This design comes from an exercise in tuning for small area and few clock cycles on the open sky130 flow, not from production work. The RTL was checked by simulation tests, not by an equivalence proof against the original design.

Setup of v1:
// bus_bridge_512
module bus_bridge_512 (
    input clk,
    input rst_n,
    output rsp_empty_n,
    output rsp_full_n,
    input req_write,
    input req_din,
    input rsp_read,
    input [31:0] address,
    input [31:0] size,
    input [511:0] dataout,
    output [511:0] datain,
    output writeReq,
    output [511:0] writeReq_data,
    output [31:0] writeReq_addr,
    input writeAck,
    output readReq,
    output [31:0] readReq_addr,
    input readAck,
    input [511:0] readReq_data
);
==> flow/config.mk <==
export PLATFORM = sky130hd
export DESIGN_NAME = bus_bridge_512
export DESIGN_NICKNAME = bus_bridge_512
export VERILOG_FILES = /design/flow/design.v
export SDC_FILE = /design/flow/constraint.sdc
export NUM_CORES = 4
export LEC_CHECK = 0
export CAP_MARGIN = 20
export CORE_AREA = 2 2 78 1698
export CTS_BUF_LIST = sky130_fd_sc_hd__clkbuf_2 sky130_fd_sc_hd__clkbuf_4 sky130_fd_sc_hd__clkbuf_8
export DIE_AREA = 0 0 80 1700
export SLEW_MARGIN = 20
export SYNTH_MEMORY_MAX_BITS = 8192
==> flow/constraint.sdc <==
create_clock -name core_clock -period 5.0 [get_ports {clk}]
set_input_delay 1.0000 -clock core_clock [delete_from_list [all_inputs] [get_ports {clk}]]
set_output_delay 1.0000 -clock core_clock [all_outputs]
set_load 0.01 [all_outputs]
standard.sh (not shown) runs the stock make flow with config.mk's settings and CLKGATE_MAP_FILE= SYNTH_SCRIPT=/design/flow/synth_recipe.tcl, a recipe that flattens the netlist after the stock synthesis.
==> flow/flow/run.sh <==
#!/bin/bash
# Standard ORFS layout with these changes after the (unchanged) standard
# synthesis: read-data pins go on the left edge and write-data pins on the
# right edge of a tall, narrow die; ports are buffered with the smallest
# buffer; CTS inserts no dummy loads and uses small clock buffers.
set -uo pipefail
bash standard.sh synth > synth.log 2>&1 || exit 1
export PRE_IO_PLACEMENT_TCL="$PWD/flow/pins.tcl"
export BUFFER_PORTS_ARGS="-buffer_cell sky130_fd_sc_hd__buf_1"
export CTS_ARGS="-sink_clustering_enable -repair_clock_nets -dont_use_dummy_load -buf_list {sky130_fd_sc_hd__clkbuf_2 sky130_fd_sc_hd__clkbuf_4 sky130_fd_sc_hd__clkbuf_8}"
bash standard.sh finish > layout.log 2>&1 || exit 1
==> flow/flow/pins.tcl <==
# Read-data pins (in and out) on the left edge of a tall, narrow die; the
# write-data pass-through pins go wherever place_pins puts them.
set left_pins {}
set right_pins {}
for {set i 0} {$i < 512} {incr i} {
  lappend left_pins "readReq_data\[$i\]" "datain\[$i\]"
  lappend right_pins "dataout\[$i\]" "writeReq_data\[$i\]"
}
set_io_pin_constraint -pin_names $left_pins -region left:*

# Pins joined only by a pass-through wire have no cell to pull them together,
# so keep each such set next to each other.
for {set i 0} {$i < 512} {incr i} {
  set_io_pin_constraint -group -order -pin_names [list "dataout\[$i\]" "writeReq_data\[$i\]"]
}
for {set i 0} {$i < 32} {incr i} {
  set_io_pin_constraint -group -order -pin_names [list "writeReq_addr\[$i\]" "address\[$i\]" "readReq_addr\[$i\]"]
}
v1 did not run to completion, as it errored out during I/O pin placement (3_2_place_iop).
Testbench counts of v1, summed over its fixed seeds: cycles 17,662.
The following lists how v40 was set up differently from v1:
==> flow/run.sh (new file) <==
#!/bin/bash
# synth_recipe.tcl (not shown) runs the flow's synth.tcl, then flattens the netlist and writes it again
# the make line also repeats each setting of config.mk as NAME=value (left out here)
make -C /OpenROAD-flow-scripts/flow DESIGN_CONFIG=/design/flow/config.mk WORK_HOME=/design/flow/orfs CLKGATE_MAP_FILE= SYNTH_SCRIPT=/design/flow/synth_recipe.tcl finish
diff --git a/flow/config.mk b/flow/config.mk
--- a/flow/config.mk
+++ b/flow/config.mk
@@ -7,7 +7,7 @@
 export LEC_CHECK = 0
 export CAP_MARGIN = 20
-export CORE_AREA = 2 2 78 1698
+export CORE_AREA = 2 2 1498 60
 export CTS_BUF_LIST = sky130_fd_sc_hd__clkbuf_2 sky130_fd_sc_hd__clkbuf_4 sky130_fd_sc_hd__clkbuf_8
-export DIE_AREA = 0 0 80 1700
+export DIE_AREA = 0 0 1500 62
 export SLEW_MARGIN = 20
 export SYNTH_MEMORY_MAX_BITS = 8192
removed: flow/flow/run.sh
removed: flow/flow/pins.tcl
removed: flow/standard.sh
==> comparison <==
- Reported for v1 and v40, simple-gate share of the synthesized area turned out identical to the last digit.
- From v40 to v1, share of the synthesized area in compound gates (AO/OA/AOI/OAI) did not move at all.
- As far as number of unique standard cell types used by synthesis goes, v1 and v40 are indistinguishable; the numbers are identical.
- In v40, the row count came out 602 below the value in v1.
- v40 vs. v1: synthesized flop and latch total roughly the same, die boundary width higher, effective utilization at floorplan higher.
- Between v1 and v40, height of the die decreased.
- Between v1 and v40, the number of synthesized flops with an enable pin figures differ only marginally.
- v40 got as far as global routing (5_1_grt), where a tool error ended the run.
- Going from v1 to v40, synthesized area level, post-synthesis cell count level.
Here is what was changed in the inputs of v33 compared with v40.
==> flow/flow/run.sh (new file) <==
#!/bin/bash
# Standard ORFS layout with these changes after the (unchanged) standard
# synthesis: read-data pins go on the left edge and write-data pins on the
# right edge of a tall, narrow die; ports are buffered with the smallest
# buffer; CTS inserts no dummy loads and uses small clock buffers.
set -uo pipefail
bash standard.sh synth > synth.log 2>&1 || exit 1
export PRE_IO_PLACEMENT_TCL="$PWD/flow/pins.tcl"
export BUFFER_PORTS_ARGS="-buffer_cell sky130_fd_sc_hd__buf_1"
export CTS_ARGS="-sink_clustering_enable -repair_clock_nets -dont_use_dummy_load -buf_list {sky130_fd_sc_hd__clkbuf_2 sky130_fd_sc_hd__clkbuf_4 sky130_fd_sc_hd__clkbuf_8}"
bash standard.sh finish > layout.log 2>&1 || exit 1
==> flow/flow/pins.tcl (new file) <==
# Read-data pins (in and out) on the left edge, write-data pass-through pins
# on the right edge; place_pins orders them within each edge.
set left_pins {}
set right_pins {}
for {set i 0} {$i < 512} {incr i} {
  lappend left_pins "readReq_data\[$i\]" "datain\[$i\]"
  lappend right_pins "dataout\[$i\]" "writeReq_data\[$i\]"
}
set_io_pin_constraint -pin_names $left_pins -region left:*
set_io_pin_constraint -pin_names $right_pins -region right:*
==> flow/standard.sh (new file) <==
#!/bin/bash
# synth_recipe.tcl (not shown) runs the flow's synth.tcl, then flattens the netlist and writes it again
# the make line also repeats each setting of config.mk as NAME=value (left out here)
make -C /OpenROAD-flow-scripts/flow DESIGN_CONFIG=/design/flow/config.mk WORK_HOME=/design/flow/orfs CLKGATE_MAP_FILE= SYNTH_SCRIPT=/design/flow/synth_recipe.tcl "${@:-finish}"
diff --git a/flow/config.mk b/flow/config.mk
--- a/flow/config.mk
+++ b/flow/config.mk
@@ -7,7 +7,7 @@
 export LEC_CHECK = 0
 export CAP_MARGIN = 20
-export CORE_AREA = 2 2 1498 60
+export CORE_AREA = 2 2 78 1458
 export CTS_BUF_LIST = sky130_fd_sc_hd__clkbuf_2 sky130_fd_sc_hd__clkbuf_4 sky130_fd_sc_hd__clkbuf_8
-export DIE_AREA = 0 0 1500 62
+export DIE_AREA = 0 0 80 1460
 export SLEW_MARGIN = 20
 export SYNTH_MEMORY_MAX_BITS = 8192
removed: flow/run.sh
### Flow results
The log for v33 ends in global routing (5_1_grt) with error GRT-0116, so the run never completed. Comparing v33 against v40, there is no change at all in net count after synthesis. Compared to v40, v33 has die outline height about 2300% higher. Compared with v40, v33 shows starting density of the core lower by 5.1 points. Changes observed in v33 relative to v40: number of gates resized after CTS now sits at about the same level, combined area of all synthesized cells now sits at about the same level, x dimension of the die now sits lower, number of rows created at floorplan now sits higher. Compound-cell area share of the yosys netlist came out exactly the same in v33 and v40.
--- input diff v33..v11 ---
==> flow/run.sh (new file) <==
#!/bin/bash
# synth_recipe.tcl (not shown) runs the flow's synth.tcl, then flattens the netlist and writes it again
# the make line also repeats each setting of config.mk as NAME=value (left out here)
make -C /OpenROAD-flow-scripts/flow DESIGN_CONFIG=/design/flow/config.mk WORK_HOME=/design/flow/orfs CLKGATE_MAP_FILE= SYNTH_SCRIPT=/design/flow/synth_recipe.tcl finish
==> flow/config.mk <==
export PLATFORM = sky130hd
export DESIGN_NAME = bus_bridge_512
export DESIGN_NICKNAME = bus_bridge_512
export VERILOG_FILES = /design/flow/design.v
export SDC_FILE = /design/flow/constraint.sdc
export NUM_CORES = 4
export LEC_CHECK = 0
export CAP_MARGIN = 20
export CORE_AREA = 5 5 395 395
export DIE_AREA = 0 0 400 400
export SLEW_MARGIN = 20
export SYNTH_MEMORY_MAX_BITS = 8192
removed: flow/flow/run.sh
removed: flow/flow/pins.tcl
removed: flow/standard.sh
==> comparison <==
What ended v11 was a tool error in I/O pin placement (3_2_place_iop); the run never finished. Height of the die shrinks by more than half when moving from v33 to v11. Re number of unique standard cell types used by synthesis: no difference whatsoever between v11 and v33. Area of the mapped netlist: v11 vs v33 identical.
